From an optimization exercise on the open Yosys and OpenROAD flow, aimed at small area, a short achievable clock period and few clock cycles; shortcuts taken in it are not production practice. RTL that was checked went through simulation tests only; none was proved equivalent to the original.

== raven ==
## muldiv_unit
module muldiv_unit (
    input               clk,
    input               resetn,
    input               req_valid,
    output              req_ready,
    input       [2:0]   req_op,      
    input       [31:0]  req_a,
    input       [31:0]  req_b,
    input       [31:0]  req_hi,      
    input       [31:0]  req_lo,
    output              resp_valid,
    output      [31:0]  resp_hi,
    output      [31:0]  resp_lo
);
For scale: roughly 6400 cells after synthesis, ~200 I/O pins, ~70000 sq um of cells after synthesis.
export LEC_CHECK = 0
export CAP_MARGIN = 20
export CORE_MARGIN = 2
export CORE_UTILIZATION = 40
export SLEW_MARGIN = 20
export SYNTH_HIERARCHICAL = 1
export SYNTH_MINIMUM_KEEP_SIZE = 0
create_clock -name core_clock -period 20.0 [get_ports {clk}]
standard.sh (not shown) runs the stock make flow with config.mk's settings and CLKGATE_MAP_FILE= SYNTH_SCRIPT=/design/flow/synth_recipe.tcl, a recipe that flattens the netlist after the stock synthesis.
==> flow/flow/run.sh <==
#!/bin/bash
# The standard layout (standard.sh) with two changes to how it is made:
#  - ORFS's setup repair is asked to leave a larger slack margin: the design's
#    20 ns clock leaves every path with slack, so without a margin the repair
#    never works on the critical paths;
#  - the port buffers that placement inserts on every input and output are
#    plain buffers (buf_4) rather than the slow delay cells it picks by itself.
set -euo pipefail
MARGIN=13
PORTBUF=sky130_fd_sc_hd__buf_4
sed "s|\"\${@:-finish}\"|SETUP_SLACK_MARGIN=$MARGIN 'BUFFER_PORTS_ARGS=-buffer_cell $PORTBUF' \"\${@:-finish}\"|" standard.sh > standard_mod.sh
grep -q "SETUP_SLACK_MARGIN=$MARGIN" standard_mod.sh
bash standard_mod.sh > layout.log 2>&1
raven completed end to end with timing, DRC and antenna clean.
Input-level comparison between lagoon and raven:
diff --git a/flow/flow/run.sh b/flow/flow/run.sh
--- a/flow/flow/run.sh
+++ b/flow/flow/run.sh
@@ -7,5 +7,5 @@
 #    plain buffers (buf_4) rather than the slow delay cells it picks by itself.
 set -euo pipefail
-MARGIN=13
+MARGIN=15
 PORTBUF=sky130_fd_sc_hd__buf_4
 sed "s|\"\${@:-finish}\"|SETUP_SLACK_MARGIN=$MARGIN 'BUFFER_PORTS_ARGS=-buffer_cell $PORTBUF' \"\${@:-finish}\"|" standard.sh > standard_mod.sh
Findings:
A capture point of the critical path of resp_hi[0] is what lagoon shows, while u_div.rr[28]$_DFFE_PP_ belongs to raven.
lagoon ended with less setup clock skew after layout than raven.
In the metrics for lagoon and raven, the one carrying the lower placer congestion estimate is raven.
The slack of the worst reg-to-reg path in lagoon was higher than what raven gave.
raven ended up with reg2reg as its type of the worst setup path; lagoon ended up with reg2out.
Input changes introduced in delta (baseline for comparison: lagoon):
diff --git a/flow/flow/run.sh b/flow/flow/run.sh
--- a/flow/flow/run.sh
+++ b/flow/flow/run.sh
@@ -7,5 +7,5 @@
 #    plain buffers (buf_4) rather than the slow delay cells it picks by itself.
 set -euo pipefail
-MARGIN=15
+MARGIN=14
 PORTBUF=sky130_fd_sc_hd__buf_4
 sed "s|\"\${@:-finish}\"|SETUP_SLACK_MARGIN=$MARGIN 'BUFFER_PORTS_ARGS=-buffer_cell $PORTBUF' \"\${@:-finish}\"|" standard.sh > standard_mod.sh
Notes after the runs:
- Looking at end point of the critical path, the resp_hi[8] result is from delta; the resp_hi[0] one comes from lagoon.
- delta vs lagoon, maximum fanout count along the critical path went down by 1.
- On register-to-register slack, the higher figure sits with lagoon, not delta.
- The setup slack of delta is larger than that of lagoon.
- Summary: with lagoon as the reference, count of clock-buffer cells in the layout in delta moved up by a little under 10%.
- In delta relative to lagoon, final weighted congestion in routability-driven placement had gone down slightly.
- delta does better than lagoon on post-route cell area.
- On detailed route wirelength on metal3, the higher figure sits with lagoon, not delta.
- As far as wire length reported by the detailed router is concerned, delta and lagoon perform about the same.
No run of this note included a check of the RTL's function; only the layout flow was run.


== oak ==
Another version of the RTL of muldiv_unit (not shown whole).
Size in the first run: about 6,300 cells after synthesis, about 68,000 um^2 of cells after synthesis.
// muldiv_unit
module muldiv_unit (
    input               clk,
    input               resetn,
    input               req_valid,
    output              req_ready,
    input       [2:0]   req_op,      
    input       [31:0]  req_a,
    input       [31:0]  req_b,
    input       [31:0]  req_hi,      
    input       [31:0]  req_lo,
    output              resp_valid,
    output      [31:0]  resp_hi,
    output      [31:0]  resp_lo
);
Settings: LEC_CHECK=0, CAP_MARGIN=20, CORE_MARGIN=2, CORE_UTILIZATION=50, CTS_CLUSTER_DIAMETER=100, CTS_CLUSTER_SIZE=20, PLACE_DENSITY=0.7, SLEW_MARGIN=20, SYNTH_HIERARCHICAL=1, SYNTH_MINIMUM_KEEP_SIZE=0; clock period 20.0 ns.
==> flow/flow/run.sh <==
#!/bin/bash
# The standard layout (standard.sh) with two changes to how it is made:
#  - ORFS's setup repair is asked to leave a larger slack margin: the design's
#    20 ns clock leaves every path with slack, so without a margin the repair
#    never works on the critical paths;
#  - the port buffers that placement inserts on every input and output are
#    plain buffers (buf_4) rather than the slow delay cells it picks by itself.
set -euo pipefail
MARGIN=14
PORTBUF=sky130_fd_sc_hd__buf_4
sed "s|\"\${@:-finish}\"|SETUP_SLACK_MARGIN=$MARGIN 'BUFFER_PORTS_ARGS=-buffer_cell $PORTBUF' \"\${@:-finish}\"|" standard.sh > standard_mod.sh
grep -q "SETUP_SLACK_MARGIN=$MARGIN" standard_mod.sh
bash standard_mod.sh > layout.log 2>&1
Testbench counts of oak, summed over its fixed seeds: cycles 5,290.
> inputs changed (oak -> pine)
--- a/flow/config.mk
+++ b/flow/config.mk
@@ -9,6 +9,6 @@
 export CORE_MARGIN = 2
-export CORE_UTILIZATION = 50
+export CORE_UTILIZATION = 40
 export CTS_CLUSTER_DIAMETER = 100
 export CTS_CLUSTER_SIZE = 20
-export PLACE_DENSITY = 0.7
+export PLACE_DENSITY = 0.5
 export SLEW_MARGIN = 20
==> comparison <==
oak and pine all finish clean. Going from oak to pine, arrival time at the worst endpoint higher, proportion of cell area occupied by multi-input gates went down by 1.2 points. Number of cells on the worst reg-to-reg path for pine: 10 down relative to oak. Against oak, pine comes in 2 higher on number of buffers created by CTS.

-- what the ideal ports hide --
Ports are ideal in the flow. The routed layouts listed here were re-timed in OpenROAD. Step 1: set_driving_cell puts a clkbuf_16 on clk and a buf_2 on each other input, an assumption about the parent block. Step 2 adds t to the input delays and takes it off the output delays; t is the mean of the earliest and latest rising clock arrival at the registers after step 1. Input paths then give back, and output paths get back, about the clock's delay inside the block. Three values: no drivers, after step 1, after step 2; two values: the first two.
run | t (ns) | setup WS [ns] | hold WS [ns] | clock arrival spread, ns | worst data-port slew with drivers (ns)
raven | 0.794 | 13.101 / 13.101 / 13.101 | 0.447 / 0.447 / 0.447 | 0.053 / 0.053 | 0.09
lagoon | 0.788 | 13.999 / 13.918 / 14.061 | 0.484 / 0.484 / 0.484 | 0.041 / 0.042 | 0.09
delta | 0.782 | 14.003 / 13.926 / 13.556 | 0.500 / 0.500 / 0.500 | 0.061 / 0.061 | 0.08
oak | 0.749 | 13.991 / 13.911 / 13.505 | 0.586 / 0.586 / 0.586 | 0.040 / 0.040 | 0.08
pine | 0.765 | 13.940 / 13.854 / 13.516 | 0.583 / 0.583 / 0.583 | 0.049 / 0.050 | 0.07
After both steps setup and hold are still met in every run listed. The setup slack of oak, which loses most, moves by -0.080 ns with the drivers and by -0.486 ns with both steps.
